Context: an optimization exercise on an open-source flow, tuned for small area, a short achievable clock period and few clock cycles per item. The choices shown serve that exercise and are no tape-out recipe.
Only simulation tests tie the RTL to the original design; equivalence was not proved.
Power figures rest on the tool's default switching activity, not on a simulated workload.

## flow/design.v (module list and top-level ports; edited modules follow where they fit)
// module yrom: 12725 lines
// module top_module: 35 lines
module top_module (clk, rst, X, n, start, Y, valid, ready, overflow, error);
  // ...
==> flow/run.sh <==
#!/bin/bash
# synth_recipe.tcl (not shown) runs the flow's synth.tcl, then flattens the netlist and writes it again
# the make line also repeats each setting of config.mk as NAME=value (left out here)
make -C /OpenROAD-flow-scripts/flow DESIGN_CONFIG=/design/flow/config.mk WORK_HOME=/design/flow/orfs CLKGATE_MAP_FILE= SYNTH_SCRIPT=/design/flow/synth_recipe.tcl finish
==> flow/config.mk <==
export PLATFORM = sky130hd
export DESIGN_NAME = top_module
export DESIGN_NICKNAME = top_module
export VERILOG_FILES = /design/flow/design.v
export SDC_FILE = /design/flow/constraint.sdc
export NUM_CORES = 4
export LEC_CHECK = 0
export ABC_AREA = 1
export CAP_MARGIN = 20
export CORE_MARGIN = 2
export CORE_UTILIZATION = 40
export SLEW_MARGIN = 20
==> flow/constraint.sdc <==
create_clock -name core_clock -period 15.0 [get_ports {clk}]
set_input_delay 3.0000 -clock core_clock [delete_from_list [all_inputs] [get_ports {clk}]]
set_output_delay 3.0000 -clock core_clock [all_outputs]
set_load 0.01 [all_outputs]
==> run_results.csv, run 1 <==
group,metric,value,unit
clock_network,hold_buffers,0,
run_status,outcome,"stopped before the end",
clock_network,cts-root-buf,"clkbuf_16",
yosys,synthAdderAreaFrac,0.01599,
placed_design,dp.cells,5682,
clock_network,cts_num_sinks,44,
clock_network,cts_setup_buffers,0,
placed_design,dp_slack,9174,ps
yosys,ys_seq_area_frac,0.03944,
yosys,synth_top_area_share,0.2430,
yosys,synthArstFlopShare,0.06818,
grt,grt_max_degree,116,
yosys,synth_compound_area_frac,0.2628,
run_status,error,"[ERROR GRT-0116] Global routing finished with congestion. Check the congestion regions in the DRC Viewer.",
clock_network,cts_max_path_buffers,2,
floorplan,initial_utilization,0.4054,
floorplan,die-height,246.3,µm
yosys,syn_inst,5002,
yosys,synth_area_leaders,"nand2_1, nand3_1, o21ai_0",
placed_design,portBuffers,47,
yosys,avgSynthCellArea,4.694,µm²
yosys,synth_top_family_by_area,"simple AND/OR/NAND/NOR gates",
placed_design,gp_congestion,1.918,
clock_network,cts_made_buffers,5,
clock_network,htreeDepth,2,
yosys,synthFlopType,"dfxtp_1",
yosys,yosys.area_share.simple,0.5594,
clock_network,cts-resized-gates,0,
yosys,synth_warnings,1,
yosys,synth_common_cells,"nand2_1, nand3_1, o21ai_0, nor2_1, inv_1",
floorplan,io_pins,50,
run_status,stop_stage,"global routing (5_1_grt)",
yosys,synth_mux_area_frac,0.0004263,
yosys,synth_most_common_cell,"nand2_1",
yosys,synth_edf_count,3,
yosys,yosys.area.top_type,"nand2_1",
yosys,synth-xor-area-share,0.0003730,
floorplan,rows,88,
yosys,yosysUniqueCellTypes,49,
floorplan,chipWidth,246.3,µm
placed_design,place_area,0.02512,mm²
Testbench counts, summed over its fixed seeds: cycles 12,992, items 12,800.
==> run 2, diff against run 1 <==
--- a/flow/config.mk
+++ b/flow/config.mk
@@ -8,5 +8,5 @@
 export ABC_AREA = 1
 export CAP_MARGIN = 20
 export CORE_MARGIN = 2
-export CORE_UTILIZATION = 40
+export CORE_UTILIZATION = 25
 export SLEW_MARGIN = 20
==> run 2 against run 1 <==
Effect of this change: synthesized cell count unchanged; the run again fails in global routing (5_1_grt); area after synthesis unchanged.
==> run_results.csv, run 2 <==
group,metric,value,unit
yosys,yosys.area.top_type,"nand2_1",
clock_network,htreeDepth,2,
floorplan,initial_utilization,0.2519,
floorplan,chipWidth,310.5,µm
yosys,synth_edf_count,3,
yosys,avgSynthCellArea,4.694,µm²
clock_network,hold_buffers,0,
run_status,stop_stage,"global routing (5_1_grt)",
placed_design,place_area,0.02666,mm²
run_status,outcome,"stopped before the end",
clock_network,cts_setup_buffers,0,
yosys,synthArstFlopShare,0.06818,
yosys,synth_warnings,1,
placed_design,dp.cells,6270,
yosys,synth_common_cells,"nand2_1, nand3_1, o21ai_0, nor2_1, inv_1",
placed_design,gp_congestion,1.586,
yosys,synthFlopType,"dfxtp_1",
yosys,synth_area_leaders,"nand2_1, nand3_1, o21ai_0",
floorplan,io_pins,50,
clock_network,cts-root-buf,"clkbuf_16",
floorplan,rows,112,
clock_network,cts_made_buffers,5,
clock_network,cts_num_sinks,44,
yosys,syn_inst,5002,
yosys,yosysUniqueCellTypes,49,
yosys,synth_most_common_cell,"nand2_1",
yosys,ys_seq_area_frac,0.03944,
run_status,error,"[ERROR GRT-0116] Global routing finished with congestion. Check the congestion regions in the DRC Viewer.",
placed_design,portBuffers,47,
yosys,syn_area,0.02348,mm²
clock_network,cts_max_path_buffers,2,
floorplan,die-height,310.5,µm
placed_design,dp_hpwl,328600,µm
clock_network,cts-resized-gates,0,
yosys,synth_seq_cells,44,
yosys,synth_top_area_share,0.2430,
grt,grt_max_degree,91,
==> run 2: cell counts after synthesis <==
Identical to the previous run, type by type.
==> run 2: power by group through the flow <==
stage          Clock, mW  Sequential, mW  Combinational (mW)
2_1_floorplan          0           0.134               0.588
3_3_place_gp           0           0.143                1.60
3_5_place_dp           0           0.143                1.56
4_1_cts            0.188           0.141                1.56
==> run 2: cell families after synthesis <==
family,count (synthesis),share of synthesized area
other,1,0.0001597
AOI/OAI and AO/OA,1129,0.2628
and+or+nand+nor,3088,0.5594
xor gates and xnor gates,1,0.0003731
adders and majority gates,30,0.01599
buffers and inverters,708,0.1214
muxes,1,0.0004263
DFF,44,0.03944
==> run 2: worst min path at each step <==
stage               startpoint  endpoint  slack [ps]  cells after the start
floorplan                   v0        v1         330                      0
CTS                         v0        v1         370                      0
global placement            v0        v1         340                      0
detailed placement          v0        v1         350                      0
==> run 2: metrics by stage <==
step / utilization / worst slack [ps]
after floorplan: - / 11490
after global placement: 0.2858 / 9436
after detailed placement: 0.2860 / 9576
after CTS: 0.2879 / 9548
==> run 3, diff against run 2 <==
==> flow/flow/run.sh (new file) <==
#!/bin/bash
# Own flow: the standard layout, except that synthesis maps the logic
# with an area-oriented ABC script (flow/area.abc) instead of ORFS's speed
# script. Everything else (registers, flattening, renaming, floorplan, place,
# CTS, route) is the standard flow. Each tool's output goes to a log here.
set -euo pipefail
W=$(pwd)
mkdir -p own
# ORFS synth.tcl with the ABC script replaced
python3 - "$FLOW_HOME/scripts/synth.tcl" own/synth_mod.tcl <<'PY'
import sys
s = open(sys.argv[1]).read()
a = 'source $::env(SCRIPTS_DIR)/synth_preamble.tcl\n'
assert s.count(a) == 1, "synth_preamble anchor missing"
s = s.replace(a, a + 'set abc_args [lreplace $abc_args 1 1 $::env(MY_ABC_SCRIPT)]\n')
open(sys.argv[2], 'w').write(s)
PY
python3 - synth_recipe.tcl own/synth_recipe_mod.tcl "$W/own/synth_mod.tcl" <<'PY'
import sys
s = open(sys.argv[1]).read()
a = 'source $::env(SCRIPTS_DIR)/synth.tcl'
assert s.count(a) == 1, "synth_recipe anchor missing"
open(sys.argv[2], 'w').write(s.replace(a, 'source ' + sys.argv[3]))
PY
python3 - standard.sh own/standard_mod.sh "$W/own/synth_recipe_mod.tcl" <<'PY'
import sys, re
s = open(sys.argv[1]).read()
s2, k = re.subn(r'SYNTH_SCRIPT=\S+', 'SYNTH_SCRIPT=' + sys.argv[3], s)
assert k == 1, "SYNTH_SCRIPT not found in standard.sh"
open(sys.argv[2], 'w').write(s2)
PY
export MY_ABC_SCRIPT="$W/flow/area.abc"
bash own/standard_mod.sh finish > "$W/layout.log" 2>&1
==> flow/flow/area.abc (new file) <==
strash
dch
map -a
topo
==> flow/standard.sh (new file) <==
#!/bin/bash
# synth_recipe.tcl (not shown) runs the flow's synth.tcl, then flattens the netlist and writes it again
# the make line also repeats each setting of config.mk as NAME=value (left out here)
make -C /OpenROAD-flow-scripts/flow DESIGN_CONFIG=/design/flow/config.mk WORK_HOME=/design/flow/orfs CLKGATE_MAP_FILE= SYNTH_SCRIPT=/design/flow/synth_recipe.tcl "${@:-finish}"
--- a/flow/config.mk
+++ b/flow/config.mk
@@ -5,8 +5,7 @@
 export SDC_FILE = /design/flow/constraint.sdc
 export NUM_CORES = 4
 export LEC_CHECK = 0
-export ABC_AREA = 1
 export CAP_MARGIN = 20
 export CORE_MARGIN = 2
-export CORE_UTILIZATION = 25
+export CORE_UTILIZATION = 40
 export SLEW_MARGIN = 20
removed: flow/run.sh
==> run 3 against run 2 <==
Effect of this change: the run again fails in global routing (5_1_grt); synthesized cell count shrank 24%; area after synthesis fell by 15%.
==> run_results.csv, run 3 <==
group,metric,value,unit
clock_network,cts-root-buf,"clkbuf_16",
placed_design,portBuffers,47,
yosys,syn_inst,3790,
yosys,syn_area,0.02007,mm²
yosys,yosysUniqueCellTypes,50,
floorplan,chipWidth,228.0,µm
clock_network,cts-resized-gates,0,
run_status,outcome,"stopped before the end",
floorplan,io_pins,50,
placed_design,gp_congestion,1.951,
yosys,synth_common_cells,"nor2_1, o21ai_0, clkinv_1, a21oi_1, nand2_1",
run_status,stop_stage,"global routing (5_1_grt)",
clock_network,cts_made_buffers,5,
yosys,ys_seq_area_frac,0.04614,
clock_network,cts_num_sinks,44,
yosys,synth_warnings,1,
yosys,synth_seq_cells,44,
yosys,synth_top_area_share,0.1366,
yosys,synthArstFlopShare,0.06818,
yosys,yosys.area.top_type,"nor2_1",
run_status,error,"[ERROR GRT-0116] Global routing finished with congestion. Check the congestion regions in the DRC Viewer.",
clock_network,hold_buffers,0,
grt,grt_max_degree,131,
yosys,synthFlopType,"dfxtp_1",
yosys,synth_area_leaders,"nor2_1, o21ai_0, a21oi_1",
yosys,avgSynthCellArea,5.295,µm²
placed_design,dp.cells,4770,
floorplan,initial_utilization,0.4024,
clock_network,htreeDepth,2,
yosys,synth_most_common_cell,"nor2_1",
clock_network,cts_max_path_buffers,2,
yosys,synth_edf_count,3,
clock_network,cts_setup_buffers,0,
floorplan,rows,82,
floorplan,die-height,228.0,µm
placed_design,dp_hpwl,222200,µm
run 3: how the worst max path moves through the flow:
| stage | startpoint | endpoint | slack, ps | depth (start not counted) |
|---|---|---|---|---|
| global placement | x0[1] | y1[11] | 8630 | 15 |
| CTS | x0[1] | y1[11] | 8510 | 15 |
| detailed placement | x0[1] | y1[11] | 8520 | 15 |
| floorplan | x0[5] | y1[6] | 680 | 10 |
run 3: power by group through the flow:
stage / sequential [mW] / clock [mW] / combinational [mW]
floorplan: 0.150 / 0 / 0.508
global placement: 0.135 / 0 / 1.25
detailed placement: 0.135 / 0 / 1.23
CTS: 0.133 / 0.180 / 1.23
run 3: per-stage QoR:
step / worst slack (ps) / util / instance area (µm²) / hold WS, ps / power, mW
after floorplan: 682.6 / - / 20070 / 331.2 / 0.6579
after global placement: 8635 / 0.4722 / 23540 / 332.4 / 1.389
after CTS: 8507 / 0.4758 / 23720 / 370.9 / 1.542
after detailed placement: 8520 / 0.4723 / 23550 / 354.2 / 1.362
run 3: cell families after synthesis:
logic type / after synthesis / share of synthesized area
buffers and inverters: 497 / 0.09371
xor gates and xnor gates: 2 / 0.0008731
other: 1 / 0.0001869
and+or+nand+nor: 1586 / 0.3330
AOI/OAI and AO/OA: 1630 / 0.5074
DFF: 44 / 0.04614
adders and majority gates: 30 / 0.01871
==> run 4, diff against run 3 <==
--- a/flow/config.mk
+++ b/flow/config.mk
@@ -7,5 +7,5 @@
 export LEC_CHECK = 0
 export CAP_MARGIN = 20
 export CORE_MARGIN = 2
-export CORE_UTILIZATION = 40
+export CORE_UTILIZATION = 18
 export SLEW_MARGIN = 20
==> run 4 against run 3 <==
Effect of this change: the run again fails in global routing (5_1_grt); area after synthesis did not move; synthesized cell count did not move.
==> run_results.csv, run 4 <==
group,metric,value,unit
clock_network,cts_made_buffers,5,
floorplan,rows,122,
yosys,yosysUniqueCellTypes,50,
yosys,synth_most_common_cell,"nor2_1",
yosys,synth_top_area_share,0.1366,
placed_design,dp_hpwl,353600,µm
yosys,syn_area,0.02007,mm²
placed_design,portBuffers,47,
clock_network,cts_num_sinks,44,
yosys,synth_edf_count,3,
yosys,synthArstFlopShare,0.06818,
yosys,synthFlopType,"dfxtp_1",
floorplan,die-height,337.9,µm
clock_network,htreeDepth,2,
clock_network,hold_buffers,0,
placed_design,dp.cells,5707,
clock_network,cts_setup_buffers,0,
yosys,synth_area_leaders,"nor2_1, o21ai_0, a21oi_1",
yosys,synth_common_cells,"nor2_1, o21ai_0, clkinv_1, a21oi_1, nand2_1",
clock_network,cts-root-buf,"clkbuf_16",
floorplan,initial_utilization,0.1813,
clock_network,cts_max_path_buffers,2,
run_status,error,"[ERROR GRT-0116] Global routing finished with congestion. Check the congestion regions in the DRC Viewer.",
yosys,ys_seq_area_frac,0.04614,
yosys,yosys.area.top_type,"nor2_1",
placed_design,dp_slack,7593,ps
run_status,stop_stage,"global routing (5_1_grt)",
yosys,synth_seq_cells,44,
placed_design,place_area,0.02595,mm²
yosys,avgSynthCellArea,5.295,µm²
clock_network,cts-resized-gates,0,
placed_design,gp_congestion,1.467,
yosys,syn_inst,3790,
floorplan,chipWidth,337.9,µm
run_status,outcome,"stopped before the end",
floorplan,io_pins,50,
grt,grt_max_degree,90,
yosys,synth_warnings,1,
==> run 4: cell counts after synthesis <==
Identical to the previous run, type by type.
==> run 4: power by group through the flow <==
| stage | sequential (mW) | clock, mW | combinational (mW) |
|---|---|---|---|
| 4_1_cts | 0.131 | 0.198 | 1.65 |
| 3_5_place_dp | 0.133 | 0 | 1.65 |
| 3_3_place_gp | 0.133 | 0 | 1.67 |
| 2_1_floorplan | 0.150 | 0 | 0.508 |
==> run 4: logic make-up after synthesis <==
family / synth area share
simple gates: 0.3330
other cells: 0.0001869
buf+inv: 0.09371
flops: 0.04614
compound gates: 0.5074
xor+xnor: 0.0008731
fa+ha+maj: 0.01871
==> run 4: metrics by stage <==
stage | utilization | total power, mW
after floorplan | - | 0.6579
after detailed placement | 0.2345 | 1.781
after CTS | 0.2360 | 1.979
after global placement | 0.2291 | 1.805
==> run 4: how the worst max path moves through the flow <==
stage | from | to | slack (ps) | cells past startpoint
after floorplan | x0[5] | y1[6] | 680 | 10
after global placement | x0[2] | y1[4] | 6410 | 15
after detailed placement | x0[0] | y1[13] | 7590 | 19
after CTS | x0[0] | y1[13] | 7560 | 19
==> run 5, diff against run 4 <==
--- a/flow/config.mk
+++ b/flow/config.mk
@@ -7,5 +7,7 @@
 export LEC_CHECK = 0
 export CAP_MARGIN = 20
 export CORE_MARGIN = 2
-export CORE_UTILIZATION = 18
+export CORE_UTILIZATION = 20
+export GPL_ROUTABILITY_DRIVEN = 1
+export PLACE_DENSITY = 0.25
 export SLEW_MARGIN = 20
==> run 5 against run 4 <==
Effect of this change: the run again fails in global routing (5_1_grt); synthesized cell count unchanged; area after synthesis did not move.
==> run_results.csv, run 5 <==
group,metric,value,unit
placed_design,portBuffers,47,
floorplan,initial_utilization,0.2012,
yosys,synth_top_area_share,0.1366,
placed_design,place_area,0.02518,mm²
clock_network,cts-root-buf,"clkbuf_16",
yosys,synth_warnings,1,
clock_network,cts_max_path_buffers,2,
clock_network,cts_made_buffers,5,
yosys,synth_area_leaders,"nor2_1, o21ai_0, a21oi_1",
clock_network,cts-resized-gates,0,
floorplan,io_pins,50,
yosys,synth_edf_count,3,
floorplan,die-height,320.8,µm
yosys,yosys.area.top_type,"nor2_1",
yosys,syn_area,0.02007,mm²
grt,grt_max_degree,95,
yosys,syn_inst,3790,
yosys,synth_seq_cells,44,
yosys,synthFlopType,"dfxtp_1",
run_status,error,"[ERROR GRT-0116] Global routing finished with congestion. Check the congestion regions in the DRC Viewer.",
run_status,stop_stage,"global routing (5_1_grt)",
floorplan,chipWidth,320.8,µm
floorplan,rows,116,
yosys,synth_most_common_cell,"nor2_1",
yosys,synthArstFlopShare,0.06818,
yosys,yosysUniqueCellTypes,50,
placed_design,gp_congestion,1.796,
run_status,outcome,"stopped before the end",
clock_network,htreeDepth,2,
yosys,avgSynthCellArea,5.295,µm²
clock_network,cts_num_sinks,44,
clock_network,cts_setup_buffers,0,
yosys,ys_seq_area_frac,0.04614,
clock_network,hold_buffers,0,
yosys,synth_common_cells,"nor2_1, o21ai_0, clkinv_1, a21oi_1, nand2_1",
placed_design,dp_hpwl,345900,µm
[run 5: cell counts after synthesis]
Identical to the previous run, type by type.
[run 5: worst max path at each step]
| stage | startpoint | to | slack [ps] | cells after the start |
|---|---|---|---|---|
| 2_1_floorplan | x0[5] | y1[6] | 680 | 10 |
| 3_3_place_gp | x0[2] | y1[6] | 7210 | 19 |
| 3_5_place_dp | x0[1] | y1[4] | 7830 | 15 |
| 4_1_cts | x0[1] | y1[4] | 7720 | 15 |
[run 5: cell families after synthesis]
| group | Yosys count | share of synthesized area |
|---|---|---|
| flops | 44 | 0.04614 |
| fa+ha+maj | 30 | 0.01871 |
| compound gates | 1630 | 0.5074 |
| other cells | 1 | 0.0001869 |
| simple gates | 1586 | 0.3330 |
| xor+xnor | 2 | 0.0008731 |
| buf+inv | 497 | 0.09371 |
[run 5: per-stage QoR]
stage,power (mW),setup slack (ps),instances
floorplan,0.6579,682.6,3791
global placement,1.798,7210,5483
detailed placement,1.698,7828,5485
CTS,1.890,7719,5493
[run 5: power groups by stage]
stage	Sequential, mW	Clock (mW)	Combinational [mW]
2_1_floorplan	0.150	0	0.508
3_3_place_gp	0.140	0	1.66
3_5_place_dp	0.139	0	1.56
4_1_cts	0.136	0.190	1.56
==> run 6, diff against run 5 <==
--- a/flow/config.mk
+++ b/flow/config.mk
@@ -7,7 +7,7 @@
 export LEC_CHECK = 0
 export CAP_MARGIN = 20
 export CORE_MARGIN = 2
-export CORE_UTILIZATION = 20
+export CORE_UTILIZATION = 15
 export GPL_ROUTABILITY_DRIVEN = 1
-export PLACE_DENSITY = 0.25
+export PLACE_DENSITY = 0.3
 export SLEW_MARGIN = 20
==> run 6 against run 5 <==
Effect of this change: synthesized cell count unchanged; the run again fails in global routing (5_1_grt); area after synthesis unchanged.
==> run_results.csv, run 6 <==
group,metric,value,unit
clock_network,cts_setup_buffers,0,
yosys,synth_warnings,1,
yosys,synthAdderAreaFrac,0.01871,
yosys,synth_edf_count,3,
floorplan,die-height,369.8,µm
yosys,avgSynthCellArea,5.295,µm²
placed_design,dp_hpwl,404300,µm
yosys,synth_seq_cells,44,
yosys,yosys.area_share.simple,0.3330,
run_status,stop_stage,"global routing (5_1_grt)",
clock_network,htreeDepth,2,
run_status,error,"[ERROR GRT-0116] Global routing finished with congestion. Check the congestion regions in the DRC Viewer.",
yosys,synth_common_cells,"nor2_1, o21ai_0, clkinv_1, a21oi_1, nand2_1",
floorplan,io_pins,50,
yosys,yosysUniqueCellTypes,50,
placed_design,gp_congestion,1.369,
clock_network,cts_num_sinks,44,
yosys,yosys.area.top_type,"nor2_1",
clock_network,hold_buffers,0,
yosys,synth_most_common_cell,"nor2_1",
yosys,syn_inst,3790,
grt,grt_max_degree,81,
yosys,synth-xor-area-share,0.0008729,
yosys,synthFlopType,"dfxtp_1",
clock_network,cts_made_buffers,5,
yosys,syn_area,0.02007,mm²
clock_network,cts_max_path_buffers,2,
yosys,synth_top_family_by_area,"compound AO/OA/AOI/OAI gates",
yosys,synth_mux_area_frac,0,
yosys,ys_seq_area_frac,0.04614,
yosys,synth_compound_area_frac,0.5074,
clock_network,cts-root-buf,"clkbuf_16",
run_status,outcome,"stopped before the end",
yosys,synthArstFlopShare,0.06818,
floorplan,chipWidth,369.8,µm
floorplan,initial_utilization,0.1507,
clock_network,cts-resized-gates,0,
yosys,synth_top_area_share,0.1366,
placed_design,dp_slack,7151,ps
floorplan,rows,134,
yosys,synth_area_leaders,"nor2_1, o21ai_0, a21oi_1",
placed_design,portBuffers,47,
[run 6: cell counts after synthesis]
Identical to the previous run, type by type.
[run 6: how the worst min path moves through the flow]
| stage | depth (start not counted) | slack [ps] | from | end |
|---|---|---|---|---|
| 4_1_cts | 0 | 360 | v0 | v1 |
| 3_5_place_dp | 0 | 340 | v0 | v1 |
| 3_3_place_gp | 0 | 330 | v0 | v1 |
| 2_1_floorplan | 0 | 330 | v0 | v1 |
[run 6: logic make-up after synthesis]
family,after synthesis
AO/OA/AOI/OAI,1630
AND/OR/NAND/NOR,1586
buffers and inverters,497
flip-flops,44
adder cells (fa/ha/maj),30
XOR/XNOR,2
other,1
[run 6: metrics by stage]
stage / instances / cell area [µm²] / power [mW]
3_3_place_gp: 6066 / 26680 / 1.951
2_1_floorplan: 3791 / 20070 / 0.6579
4_1_cts: 6081 / 27030 / 2.122
3_5_place_dp: 6073 / 26860 / 1.906
[run 6: power by group through the flow]
stage	Sequential [mW]	Clock (mW)	Combinational (mW)
floorplan	0.150	0	0.508
detailed placement	0.136	0	1.77
CTS	0.133	0.214	1.77
global placement	0.136	0	1.82
==> run 7, diff against run 6 <==
--- a/flow/config.mk
+++ b/flow/config.mk
@@ -7,7 +7,5 @@
 export LEC_CHECK = 0
 export CAP_MARGIN = 20
 export CORE_MARGIN = 2
-export CORE_UTILIZATION = 15
-export GPL_ROUTABILITY_DRIVEN = 1
-export PLACE_DENSITY = 0.3
+export CORE_UTILIZATION = 25
 export SLEW_MARGIN = 20
==> run 7 against run 6 <==
Effect of this change: the run again fails in global routing (5_1_grt); synthesized cell count did not move; area after synthesis unchanged.
==> run_results.csv, run 7 <==
group,metric,value,unit
floorplan,initial_utilization,0.2532,
clock_network,cts_max_path_buffers,2,
yosys,synthAdderAreaFrac,0.01871,
yosys,synth_top_family_by_area,"compound AO/OA/AOI/OAI gates",
yosys,synth_seq_cells,44,
yosys,synth-xor-area-share,0.0008729,
yosys,synthFlopType,"dfxtp_1",
yosys,yosys.area.top_type,"nor2_1",
yosys,syn_inst,3790,
yosys,synth_top_area_share,0.1366,
yosys,avgSynthCellArea,5.295,µm²
floorplan,rows,103,
grt,grt_max_degree,104,
floorplan,die-height,287.3,µm
run_status,stop_stage,"global routing (5_1_grt)",
clock_network,htreeDepth,2,
placed_design,gp_congestion,1.735,
floorplan,io_pins,50,
clock_network,cts_made_buffers,5,
placed_design,portBuffers,47,
yosys,syn_area,0.02007,mm²
run_status,outcome,"stopped before the end",
yosys,yosys.area_share.simple,0.3330,
yosys,synth_common_cells,"nor2_1, o21ai_0, clkinv_1, a21oi_1, nand2_1",
clock_network,cts-root-buf,"clkbuf_16",
floorplan,chipWidth,287.3,µm
yosys,ys_seq_area_frac,0.04614,
clock_network,cts-resized-gates,0,
run_status,error,"[ERROR GRT-0116] Global routing finished with congestion. Check the congestion regions in the DRC Viewer.",
yosys,synth_compound_area_frac,0.5074,
yosys,synth_most_common_cell,"nor2_1",
clock_network,hold_buffers,0,
yosys,synth_mux_area_frac,0,
yosys,yosysUniqueCellTypes,50,
placed_design,place_area,0.02477,mm²
yosys,synth_area_leaders,"nor2_1, o21ai_0, a21oi_1",
placed_design,dp_hpwl,278400,µm
clock_network,cts_setup_buffers,0,
yosys,synth_warnings,1,
clock_network,cts_num_sinks,44,
yosys,synth_edf_count,3,
yosys,synthArstFlopShare,0.06818,
## run 7: worst max path at each step
stage / slack (ps) / depth (start not counted) / to / start
2_1_floorplan: 680 / 10 / y1[6] / x0[5]
3_3_place_gp: 7950 / 15 / y1[14] / x0[3]
3_5_place_dp: 8090 / 15 / y1[14] / x0[3]
4_1_cts: 8040 / 15 / y1[14] / x0[3]
## run 7: logic make-up after synthesis
family / after synthesis
compound gates: 1630
xor+xnor: 2
fa+ha+maj: 30
buf+inv: 497
flops: 44
other cells: 1
simple gates: 1586
## run 7: power groups by stage
stage | combinational [mW] | clock, mW | sequential (mW)
after CTS | 1.42 | 0.190 | 0.132
after global placement | 1.45 | 0 | 0.135
after detailed placement | 1.41 | 0 | 0.135
after floorplan | 0.508 | 0 | 0.150
## run 7: per-stage QoR
| step | hold WS (ps) | utilization | setup slack (ps) | instances |
|---|---|---|---|---|
| 4_1_cts | 370.8 | 0.3147 | 8044 | 5246 |
| 2_1_floorplan | 331.2 | - | 682.6 | 3791 |
| 3_3_place_gp | 333.2 | 0.3122 | 7949 | 5238 |
| 3_5_place_dp | 350.5 | 0.3126 | 8093 | 5238 |
